Context: an optimization exercise on an open-source flow, tuned for small area. The choices shown serve that exercise and are no tape-out recipe.
Function was checked by simulation only, so behaviour that the tests miss may differ from the original.
No driver is modelled on the clock port, so clocking that relies on it looks cheaper here than on a real chip.
No activity file was given, so power comes from the tool's default toggle rates.

==> flow/design.v (excerpt) <==
module rgb2ycbcr(
	input                       clk,rst_n,
	input[7:0]                  rgb_r,
	input[7:0]                  rgb_g,
	input[7:0]                  rgb_b,
	input                       rgb_de,
	output[7:0]                 ycbcr_y,
	output[7:0]                 ycbcr_cb,
	output[7:0]                 ycbcr_cr,
	output reg                  ycbcr_de
);
==> flow/config.mk <==
export PLATFORM = sky130hd
export DESIGN_NAME = rgb2ycbcr
export DESIGN_NICKNAME = rgb2ycbcr
export VERILOG_FILES = /design/flow/design.v
export SDC_FILE = /design/flow/constraint.sdc
export NUM_CORES = 4
export LEC_CHECK = 0
export CAP_MARGIN = 20
export CORE_MARGIN = 2
export CORE_UTILIZATION = 40
export GPL_TIMING_DRIVEN = 0
export SLEW_MARGIN = 20
export SYNTH_HIERARCHICAL = 1
==> flow/constraint.sdc <==
create_clock -name core_clock -period 5.0 [get_ports {clk}]
set_input_delay 1.0000 -clock core_clock [delete_from_list [all_inputs] [get_ports {clk}]]
set_output_delay 1.0000 -clock core_clock [all_outputs]
set_load 0.01 [all_outputs]
standard.sh (not shown) runs the stock make flow with config.mk's settings and CLKGATE_MAP_FILE= SYNTH_SCRIPT=/design/flow/synth_recipe.tcl, a recipe that flattens the netlist after the stock synthesis.
==> flow/flow/run.sh <==
#!/bin/bash
# The standard layout, with three changes: each port is buffered by the
# smallest buffer cell; the clock tree is built from clkbuf_4 without dummy
# loads; and after it, the busier clock buffers are upsized (flow/post_cts.tcl).
set -euo pipefail
export BUFFER_PORTS_ARGS="-buffer_cell sky130_fd_sc_hd__buf_1"
export CTS_ARGS='-sink_clustering_enable -repair_clock_nets -buf_list {sky130_fd_sc_hd__clkbuf_4} -dont_use_dummy_load'
export POST_CTS_TCL="$PWD/flow/post_cts.tcl"
bash standard.sh finish > standard_flow.log 2>&1
==> flow/flow/post_cts.tcl <==
# After clock tree synthesis with small clock buffers: a leaf buffer that
# drives more than 11 flip-flops, and the root buffer, become clkbuf_8 so the
# clock slew at every flip-flop stays low.  Then legalize the placement again.
foreach inst [get_cells clkbuf_*] {
  set nm [get_full_name $inst]
  set net [get_nets -of_objects [get_pins $nm/X]]
  set n [llength [get_pins -of_objects $net -filter "direction==input"]]
  if {$n > 11 || [string match clkbuf_0_* $nm]} {
    puts "post_cts: $nm drives $n pins, now sky130_fd_sc_hd__clkbuf_8"
    replace_cell $nm sky130_fd_sc_hd__clkbuf_8
  }
}
detailed_placement
check_placement -verbose
The baseline finished clean.
==> next run, changes <==
==> flow/flow/run.sh (replaced) <==
#!/bin/bash
# The standard layout, with two changes: each port is buffered by the
# smallest buffer cell, and the clock tree uses small buffers without dummy loads.
set -euo pipefail
export BUFFER_PORTS_ARGS="-buffer_cell sky130_fd_sc_hd__buf_1"
export CTS_ARGS='-sink_clustering_enable -repair_clock_nets -buf_list {sky130_fd_sc_hd__clkbuf_2 sky130_fd_sc_hd__clkbuf_4 sky130_fd_sc_hd__clkbuf_8} -sink_clustering_size 16 -dont_use_dummy_load'
bash standard.sh finish > standard_flow.log 2>&1
Settings changed: CORE_UTILIZATION 40 to 30.
removed: flow/flow/post_cts.tcl
Die area came out higher by 32%.
Count of clock-buffer cells in the layout stays the same.
Clock power increases by 9.8%.
Global-route usage came out lower by 2.0 points.
Design area increases by 1.8%.
Via count goes up by 1.2%.
Worst hold slack got worse by 0.0060 ns.
Synthesized cell count does not change.
Critical path depth stays the same.
==> next run, changes <==
Settings changed: CORE_UTILIZATION 30 to 55.
Via count falls by 2.1%. Final cell count goes down by 15%. Combinational power drops by about 5%. Clock skew rises by 0.0097 ns. Routed wire length shrinks by 9.9%.
==> next run, changes <==
Settings changed: ABC_AREA set to 1, CORE_UTILIZATION 55 to 40.
=> Cell count grows by 34%; routed wire length goes up by 17%; total power increases by 2.7%; die area climbs by 45%.

========
== P ==
rgb2ycbcr, a different RTL version from the one above (not shown whole).
For scale: ~280 cells after synthesis.
export LEC_CHECK = 0
export CAP_MARGIN = 20
export CORE_MARGIN = 2
export CORE_UTILIZATION = 40
export GPL_TIMING_DRIVEN = 0
export SLEW_MARGIN = 20
export SYNTH_HIERARCHICAL = 1
create_clock -name core_clock -period 5.0 [get_ports {clk}]
==> flow/flow/run.sh <==
#!/bin/bash
# The standard layout, with two changes: each port is buffered by the
# smallest buffer cell, and the clock tree uses small buffers without dummy loads.
set -euo pipefail
export BUFFER_PORTS_ARGS="-buffer_cell sky130_fd_sc_hd__buf_1"
export CTS_ARGS='-sink_clustering_enable -repair_clock_nets -buf_list {sky130_fd_sc_hd__clkbuf_2 sky130_fd_sc_hd__clkbuf_4 sky130_fd_sc_hd__clkbuf_8} -sink_clustering_size 16 -dont_use_dummy_load'
bash standard.sh finish > standard_flow.log 2>&1
Every stage of the flow completed for P, and the final layout passed the timing, design-rule and antenna checks.
### P -> Q
Settings: GPL_TIMING_DRIVEN no longer set, was 0.
[summary]
- Highest attainable clock frequency in Q is 1.4 MHz higher than in P
- P has a lower total power than Q.
- Q and P ended up with nearly the same growth of design area from synthesis to finish.
- Q vs P — final-layout worst hold slack dropped 0.0034 ns.
- [compare] base=P new=Q: overall track demand over capacity in global routing went up; routed wire length went up; final standard cell area without fillers did not really move; core utilization did not really move.
- Comparing Q against P, there is no change at all in xor-xnor portion of the synthesized cell area.

-- what the ideal ports hide --
Ports are ideal in the flow. The routed layouts listed here were re-timed in OpenROAD. Step 1 sets driving cells, clkbuf_16 on the clock port and buf_2 on the other inputs (assumed; they add their load-dependent delay and slew). Step 2, shift: input delay + t, output delay - t, t = (earliest + latest rising clock arrival at the registers) / 2. This alone moves slack from input paths to output paths. a / b / c = no drivers / after step 1 / after step 2; a / b = the first two.
run | shift t [ns] | setup slack, ns | worst setup path after step 2 | worst slew at a driven data input, ns | pins driven straight from the clock port
the first run of note 1 | 0.370 | 0.124 / 0.124 / 0.124 | register to register | 0.03 | 1
the second run of note 1 | 0.396 | 0.079 / 0.079 / 0.079 | register to register | 0.04 | 1
the third run of note 1 | 0.384 | 0.137 / 0.137 / 0.137 | register to register | 0.03 | 1
the fourth run of note 1 | 0.391 | 0.200 / 0.200 / 0.200 | register to register | 0.04 | 1
P | 0.386 | 0.197 / 0.197 / 0.197 | register to register | 0.03 | 1
Q | 0.393 | 0.228 / 0.228 / 0.228 | register to register | 0.04 | 1
After both steps every run listed still meets setup and hold.
